Background: an optimization exercise with open tools, aiming at small area and a short achievable clock period. Do not read the settings as production practice. Function was checked by simulation only, so behaviour that the tests miss may differ from the original.

## run 1
// dadda_32_reg
module dadda_32_reg(clk, A, B, Y);
    input clk;
    input [31:0] A;
    input [31:0] B;
    output reg [63:0] Y;
    reg [31:0] a_r, b_r;
    wire [63:0] p;
    dadda_32 mult(.A(a_r), .B(b_r), .Y(p));
    always @(posedge clk) begin
        a_r <= A;
        b_r <= B;
        Y   <= p;
    end
endmodule
For scale: roughly 130 I/O pins.
==> flow/config.mk <==
export PLATFORM = sky130hd
export DESIGN_NAME = dadda_32_reg
export DESIGN_NICKNAME = dadda_32_reg
export VERILOG_FILES = /design/flow/design.v
export SDC_FILE = /design/flow/constraint.sdc
export NUM_CORES = 4
export LEC_CHECK = 0
export CAP_MARGIN = 20
export CORE_MARGIN = 2
export CORE_UTILIZATION = 55
export CTS_BUF_LIST = sky130_fd_sc_hd__clkbuf_8
export SLEW_MARGIN = 20
export SYNTH_HIERARCHICAL = 1
export SYNTH_MINIMUM_KEEP_SIZE = 0
==> flow/constraint.sdc <==
create_clock -name core_clock -period 24.0 [get_ports {clk}]
set_input_delay 4.8000 -clock core_clock [delete_from_list [all_inputs] [get_ports {clk}]]
set_output_delay 4.8000 -clock core_clock [all_outputs]
set_load 0.01 [all_outputs]
standard.sh (not shown) runs the stock make flow with config.mk's settings and CLKGATE_MAP_FILE= SYNTH_SCRIPT=/design/flow/synth_recipe.tcl, a recipe that flattens the netlist after the stock synthesis.
==> flow/flow/run.sh <==
#!/bin/bash
# The standard layout, with timing repair aiming for a setup slack of
# 18 ns at the design's 24 ns clock, so that the achieved period shrinks,
# the smallest buffer on each port, and a light load in ABC's mapping so that
# the single-gate modules map to the smallest cells (timing repair sizes them).
bash standard.sh SETUP_SLACK_MARGIN=18 'BUFFER_PORTS_ARGS=-buffer_cell sky130_fd_sc_hd__buf_1' ABC_LOAD_IN_FF=1 finish > standard.log 2>&1
diff inputs: run 1 => run 2
Settings: a change of CTS_BUF_LIST from sky130_fd_sc_hd__clkbuf_8 to sky130_fd_sc_hd__clkbuf_4 sky130_fd_sc_hd__clkbuf_8.
Results
Diff run 2..run 1 | maximum number of pins on one net before global-route repair | unchanged. Number of sinks on the clock net came out exactly the same in run 1 and run 2. Run 2 -> run 1: number of placed cells counting well taps delta 0, exact match. Run 1 -> run 2: met1 usage delta 0, exact match. As far as via count goes, run 2 and run 1 are indistinguishable; the numbers are identical. Run 2 -> run 1: number of cell rows delta 0, exact match. Run 2 -> run 1: fraction of layout cells with a size suffix above 1 delta 0, exact match. Re global-route usage over all layers: no difference whatsoever between run 2 and run 1. Sequential area share after synthesis came out exactly the same in run 1 and run 2. Run 1 -> run 2: maximum cell stage delay along the critical path flat.
What run 3 does differently from run 2 at the input level:
Settings: GPL_ROUTABILITY_DRIVEN newly set to 0; CTS_BUF_LIST changed from sky130_fd_sc_hd__clkbuf_4 sky130_fd_sc_hd__clkbuf_8 to sky130_fd_sc_hd__clkbuf_8.
Results
- Maximum single-stage delay on the critical path essentially unchanged between run 3 and run 2.
- Cell with the largest stage delay on the worst path: sky130_fd_sc_hd__dfxtp_2 -> run 3, sky130_fd_sc_hd__dfxtp_1 -> run 2
- Run 2 → run 3: routed length on met2 comparable, area added between synthesis and finish dropped 0.21 points.
- Diff run 2..run 3 | cell area | negligible
- Sort run 3 and run 2 by met2 global-route usage desc -> top: run 2
> inputs changed (run 3 -> run 4)
Settings: CTS_BUF_LIST no longer set, was sky130_fd_sc_hd__clkbuf_8; GPL_ROUTABILITY_DRIVEN no longer set, was 0.
==> flow/flow/run.sh <==
#!/bin/bash
# The standard layout, with timing repair aiming for a setup slack of
# 17.75 ns at the design's 24 ns clock, so that the achieved period shrinks,
# the smallest buffer on each port, and a light load in ABC's mapping so that
# the single-gate modules map to the smallest cells (timing repair sizes them).
bash standard.sh SETUP_SLACK_MARGIN=17.75 'BUFFER_PORTS_ARGS=-buffer_cell sky130_fd_sc_hd__buf_1' ABC_LOAD_IN_FF=1 finish > standard.log 2>&1
Notes after the runs:
Cell area | run 4 vs run 3 | run 4 smaller
[run 4] sequential cell area fell 0.77% relative to run 3
Fraction of the cycle the final worst path needs up 0.65 points in run 4 wrt run 3
[compare] base=run 3 new=run 4: total area of multi-input combinational cells decreased by about 1.3% relative to the old numbers; number of antenna violations at the first check in global routing has decreased; wire length has decreased.
Run 4: all stages complete, timing, DRC and antenna checks passed
Re final hold slack: run 3 was lower than run 4.
When run 4 is set beside run 3, its clock buffer and inverter area fraction after layout turns out to be 0.69 points larger.
[run 4] non-clock buffer count fell 19 relative to run 3

========
Another version of the RTL of dadda_32_reg (not shown whole).
For scale: about 2500 cells after synthesis, roughly 0.026 mm^2 of cells after synthesis.
clock: 24.0 ns
lec_check: 0
cap_margin: 20
core_margin: 2
core_utilization: 70
place_density: 0.8
slew_margin: 20
synth_hierarchical: 1
synth_minimum_keep_size: 0
==> flow/flow/run.sh <==
#!/bin/bash
# The standard layout, with timing repair aiming for a setup slack of
# 17.5 ns at the design's 24 ns clock, so that the achieved period shrinks,
# and the smallest buffer on each port.
bash standard.sh SETUP_SLACK_MARGIN=17.5 'BUFFER_PORTS_ARGS=-buffer_cell sky130_fd_sc_hd__buf_1' finish > standard.log 2>&1
The first run finished with timing, DRC and antenna clean.
Next try:
==> flow/flow/run.sh (replaced) <==
#!/bin/bash
# The standard layout, with timing repair aiming for a setup slack of
# 17.5 ns at the design's 24 ns clock, so that the achieved period shrinks.
bash standard.sh SETUP_SLACK_MARGIN=17.5 finish > standard.log 2>&1
Settings changed: CORE_UTILIZATION 70 to 40, PLACE_DENSITY 0.8 to not set.
After rerunning: Final area went up by about 6.4%. Synthesized cell count does not change. Worst setup slack gets better by 9.6 ps. Die area went up by 73%. Cell count went up by 14%. Sequential share of layout area went down by 0.53 points. Flip-flop and latch count is unchanged.

========
RTL: one of the versions met above, not the one the previous note started from.
For scale: about 2,500 cells after synthesis, roughly 130 flip-flops, about 130 I/O pins.
Design dadda_32_reg, start of the top module:
module dadda_32_reg(clk, A, B, Y);
    input clk;
    input [31:0] A;
    input [31:0] B;
    output reg [63:0] Y;
    reg [31:0] a_r, b_r;
    wire [63:0] p;
    dadda_32 mult(.A(a_r), .B(b_r), .Y(p));
    always @(posedge clk) begin
        a_r <= A;
        b_r <= B;
        Y   <= p;
    end
endmodule
export LEC_CHECK = 0
export CAP_MARGIN = 20
export CORE_MARGIN = 2
export CORE_UTILIZATION = 55
export SLEW_MARGIN = 20
export SYNTH_HIERARCHICAL = 1
export SYNTH_MINIMUM_KEEP_SIZE = 0
create_clock -name core_clock -period 24.0 [get_ports {clk}]
==> flow/flow/run.sh <==
#!/bin/bash
# The standard layout, with timing repair aiming for a setup slack of
# 18 ns at the design's 24 ns clock, so that the achieved period shrinks,
# the smallest buffer on each port, and a light load in ABC's mapping so that
# the single-gate modules map to the smallest cells (timing repair sizes them).
bash standard.sh SETUP_SLACK_MARGIN=18 'BUFFER_PORTS_ARGS=-buffer_cell sky130_fd_sc_hd__buf_1' ABC_LOAD_IN_FF=1 finish > standard.log 2>&1
The first run completed with no timing, DRC or antenna violations.
Change:
==> flow/flow/run.sh (replaced) <==
#!/bin/bash
# The standard layout, with timing repair aiming for a setup slack of
# 18.25 ns at the design's 24 ns clock, so that the achieved period shrinks,
# the smallest buffer on each port, and a light load in ABC's mapping so that
# the single-gate modules map to the smallest cells (timing repair sizes them).
bash standard.sh SETUP_SLACK_MARGIN=18.25 'BUFFER_PORTS_ARGS=-buffer_cell sky130_fd_sc_hd__buf_1' ABC_LOAD_IN_FF=1 finish > standard.log 2>&1
Settings changed: CTS_BUF_LIST from default to sky130_fd_sc_hd__clkbuf_8.
After rerunning: The changed run finished clean; cell area rose by a little under a tenth; die area does not change; routed wire length rose by a little under a tenth; sequential share of layout area fell by 0.41 points; global-route usage rose by 1.6 points; non-clock buffer count rose by 73; via count rose by a few percent; fmax rose slightly; flip-flop and latch count is unchanged.
Change:
==> flow/flow/run.sh (replaced) <==
#!/bin/bash
# The standard layout, with timing repair aiming for a setup slack of
# 18 ns at the design's 24 ns clock, so that the achieved period shrinks,
# the smallest buffer on each port, and a light load in ABC's mapping so that
# the single-gate modules map to the smallest cells (timing repair sizes them).
bash standard.sh SETUP_SLACK_MARGIN=18 'BUFFER_PORTS_ARGS=-buffer_cell sky130_fd_sc_hd__buf_1' ABC_LOAD_IN_FF=1 finish > standard.log 2>&1
Settings changed: CAP_MARGIN 20 to 0, SLEW_MARGIN 20 to 0.
Effect: The changed run completed with no timing, DRC or antenna violations; cell area falls by 8.3%; synthesized cell count does not change; synthesized area is unchanged; sequential cell count is unchanged; wire length falls by 8.0%; die area stays the same; worst setup slack loses 0.097 ns; first-iteration DRC count is lower by 12%; global-route usage came out lower by 1.6 points; via count falls by 3.1%.

-- re-timing with driven ports --
The flow's constraints put no driver on any port. The routed layouts listed below were extracted and timed again, unchanged, in two steps. Step 1 (the two cells are an assumption about what drives the block):
set clk [get_ports {clk}]
set_driving_cell -lib_cell sky130_fd_sc_hd__clkbuf_16 $clk
set_driving_cell -lib_cell sky130_fd_sc_hd__buf_2 [delete_from_list [all_inputs] $clk]
Step 2 times the ports against the registers' clock, not the clock port: input delays grow and output delays shrink by t, the midpoint of the rising clock arrivals with the driver on. a / b / c = ideal / step 1 / step 2; a / b = the first two.
run	t (ns)	slack for setup (ns)	worst register clock-pin slew, ns
run 1	0.631	18.057 / 17.999 / 18.089	0.11 / 0.11
run 2	0.631	18.057 / 17.999 / 18.089	0.11 / 0.11
run 3	0.638	18.055 / 17.994 / 18.092	0.10 / 0.10
run 4	0.556	17.898 / 17.898 / 17.898	0.08 / 0.08
the first run of note 2	0.528	17.513 / 17.513 / 17.513	0.07 / 0.07
the second run of note 2	0.564	17.522 / 17.522 / 17.522	0.09 / 0.09
the first run of note 3	0.552	18.053 / 18.053 / 18.053	0.08 / 0.08
the second run of note 3	0.625	18.155 / 18.096 / 18.171	0.10 / 0.10
the third run of note 3	0.631	18.057 / 17.999 / 18.089	0.11 / 0.11
After both steps setup and hold are still met in every run listed.
